This design comes from an exercise in tuning for small area, a short achievable clock period and few clock cycles per item on the open sky130 flow, not from production work.

## green
==> flow/design.v <==
module cordic(
    input wire [31:0]   angle,
    input wire [1:0]    opt,
    input wire          enable,
    input wire          reset,
    input wire          clk,
    output wire signed [31:0] sin_out,
    output wire signed [31:0] cos_out,
    output wire               done
);
    localparam [17:0] K  = 18'd39797;
    localparam [17:0] NK = -18'd39797;
    function [17:0] atan_table;
        input [3:0] n;
        case (n)
            4'd0:  atan_table = 18'd51472;
            4'd1:  atan_table = 18'd30385;
            4'd2:  atan_table = 18'd16055;
            4'd3:  atan_table = 18'd8145;
            4'd4:  atan_table = 18'd4090;
            4'd5:  atan_table = 18'd2045;
            4'd6:  atan_table = 18'd1023;
            4'd7:  atan_table = 18'd512;
            4'd8:  atan_table = 18'd256;
            4'd9:  atan_table = 18'd128;
            4'd10: atan_table = 18'd64;
            4'd11: atan_table = 18'd32;
            4'd12: atan_table = 18'd16;
            4'd13: atan_table = 18'd8;
            4'd14: atan_table = 18'd4;
            default: atan_table = 18'd2;
        endcase
    endfunction
    function [17:0] addsub;
        input [17:0] a, b;
        input        m;      
        reg [18:0] s;
        begin
            s = {a, 1'b1} + {b ^ {18{m}}, m};
            addsub = s[18:1];
        end
    endfunction
    reg signed [17:0] x, y;
    reg [17:0] z;
    reg [3:0] n;
    reg       done_r;
    reg       sat_r, neg_r;      
    reg       sin_en, cos_en;    
    wire run   = enable & ~done_r;
    wire first = (n == 4'd0);
    wire run0  = run & first;
    wire runk  = run & ~first;
    wire d = sat_r ? ~neg_r : ~z[17];
    wire [17:0] ys = y >>> n;
    wire [17:0] xs = x >>> n;
    wire [17:0] x_nx = addsub(x, ys & {18{runk}}, d & runk);
    wire [17:0] y_nx = addsub(y, xs & {18{runk}}, ~d & runk)
                     | ({18{run0}} & (angle[31] ? NK : K));
    wire [17:0] z_in = run0 ? angle[17:0] : z;
    wire        z_d  = first ? ~angle[31] : d;
    wire [17:0] z_nx = addsub(z_in, atan_table(n) & {18{run}}, z_d & run);
    wire angle_sat = ~((&angle[31:17]) | ~(|angle[31:17]));
    always @(posedge clk) begin
        sat_r  <= angle_sat;
        neg_r  <= angle[31];
        sin_en <= ~opt[0];
        cos_en <= ~(opt[1] & opt[0]);
        z      <= z_nx;
    end
    always @(posedge clk or posedge reset) begin
        if (reset) begin
            x <= K;
            y <= 18'd0;
            n <= 4'd0;
            done_r <= 1'b0;
        end else begin
            x <= x_nx;
            y <= y_nx;
            n <= n + {3'd0, run};
            if (run && n == 4'd15) done_r <= 1'b1;
        end
    end
    assign done    = done_r;
    assign sin_out = {{14{y[17]}}, y} & {32{sin_en}};
    assign cos_out = {{14{x[17]}}, x} & {32{cos_en}};
endmodule
make LEC_CHECK=0 CAP_MARGIN=20 CORE_MARGIN=2 CORE_UTILIZATION=40 SLEW_MARGIN=20 finish   # period 7.0 ns
run.sh (not shown) runs the stock make flow with config.mk's settings and CLKGATE_MAP_FILE= SYNTH_SCRIPT=/design/flow/synth_recipe.tcl, a recipe that flattens the netlist after the stock synthesis.
### green -> purple
==> flow/design.v <==
module cordic(
    input wire [31:0]   angle,
    input wire [1:0]    opt,
    input wire          enable,
    input wire          reset,
    input wire          clk,
    output wire signed [31:0] sin_out,
    output wire signed [31:0] cos_out,
    output wire               done
);
    localparam signed [17:0] K = 18'sd39797;
    function [17:0] atan_table;
        input [3:0] n;
        case (n)
            4'd0:  atan_table = 18'd51472;
            4'd1:  atan_table = 18'd30385;
            4'd2:  atan_table = 18'd16055;
            4'd3:  atan_table = 18'd8145;
            4'd4:  atan_table = 18'd4090;
            4'd5:  atan_table = 18'd2045;
            4'd6:  atan_table = 18'd1023;
            4'd7:  atan_table = 18'd512;
            4'd8:  atan_table = 18'd256;
            4'd9:  atan_table = 18'd128;
            4'd10: atan_table = 18'd64;
            4'd11: atan_table = 18'd32;
            4'd12: atan_table = 18'd16;
            4'd13: atan_table = 18'd8;
            4'd14: atan_table = 18'd4;
            default: atan_table = 18'd2;
        endcase
    endfunction
    reg signed [17:0] x, y, z;
    reg [3:0] n;
    reg       done_r;
    reg       sat_r, neg_r;      
    reg       sin_en, cos_en;    
    wire run   = enable & ~done_r;
    wire first = (n == 4'd0);
    wire d = sat_r ? ~neg_r : ~z[17];
    wire signed [17:0] ys = y >>> n;
    wire signed [17:0] xs = x >>> n;
    function [17:0] addsub;
        input [17:0] a, b;
        input        m;      
        reg [18:0] s;
        begin
            s = {a, 1'b1} + {b ^ {18{m}}, m};
            addsub = s[18:1];
        end
    endfunction
    wire [17:0] x_nx = addsub(x, ys, d);
    wire [17:0] y_nx = addsub(y, xs, ~d);
    wire [17:0] z_in = first ? angle[17:0] : z;
    wire        z_d  = first ? ~angle[31] : d;
    wire [17:0] z_nx = addsub(z_in, atan_table(n), z_d);
    wire angle_sat = ~((&angle[31:17]) | ~(|angle[31:17]));
    always @(posedge clk) begin
        sat_r  <= angle_sat;
        neg_r  <= angle[31];
        sin_en <= ~opt[0];
        cos_en <= ~(opt[1] & opt[0]);
    end
    always @(posedge clk or posedge reset) begin
        if (reset) begin
            x <= K;
            y <= 18'sd0;
            n <= 4'd0;
            done_r <= 1'b0;
        end else if (run) begin
            x <= x_nx;
            y <= first ? (angle[31] ? -K : K) : y_nx;
            n <= n + 4'd1;
            if (n == 4'd15) done_r <= 1'b1;
        end
    end
    always @(posedge clk) begin
        if (run) z[16:0] <= z_nx[16:0];
    end
    always @(posedge clk or posedge reset) begin
        if (reset) z[17] <= 1'b0;
        else if (run) z[17] <= z_nx[17];
    end
    assign done    = done_r;
    assign sin_out = {{14{y[17]}}, y} & {32{sin_en}};
    assign cos_out = {{14{x[17]}}, x} & {32{cos_en}};
endmodule
Findings:
Diff green -> purple | clock-buffer cell count | decrease of 2. Sort green and purple by share of layout cells above drive strength 1, ascending, and purple comes first. In the tables for green and purple, adder-cell area share of the yosys netlist reads higher with green. The final core utilization of purple exceeds that of green by 0.19 points. Required time of the critical path ends up lower on purple. In purple the global-route wire length before repair turned out 13% higher than in green. Count of antenna-violating nets left after detailed routing: purple vs green — no meaningful difference.
No run of this note included a check of the RTL's function; only the layout flow was run.

==> re-timing with driven ports <==
Ports are ideal in the flow. The routed layouts listed here were re-timed in OpenROAD.
Step 1 (the two cells are an assumption about what drives the block):
set clk [get_ports {clk}]
set_driving_cell -lib_cell sky130_fd_sc_hd__clkbuf_16 $clk
set_driving_cell -lib_cell sky130_fd_sc_hd__buf_2 [delete_from_list [all_inputs] $clk]
Step 2 moves the port delays by t, midway between the first and last clock arrival at a register: inputs arrive t later, outputs are due t later. That takes back most of the time a late clock gives input paths.
a / b / c = ideal / step 1 / step 2; a / b = the first two.
run | shift t [ns] | setup slack, ns | hold WS [ns]
green | 0.384 | 1.595 / 1.612 / 1.229 | 0.552 / 0.552 / 0.552
purple | 0.389 | 1.533 / 1.548 / 1.160 | 0.511 / 0.511 / 0.511
After both steps setup and hold are still met in every run listed. For purple, which loses most, drivers alone change the setup slack by +0.015 ns; drivers and shift together by -0.373 ns.
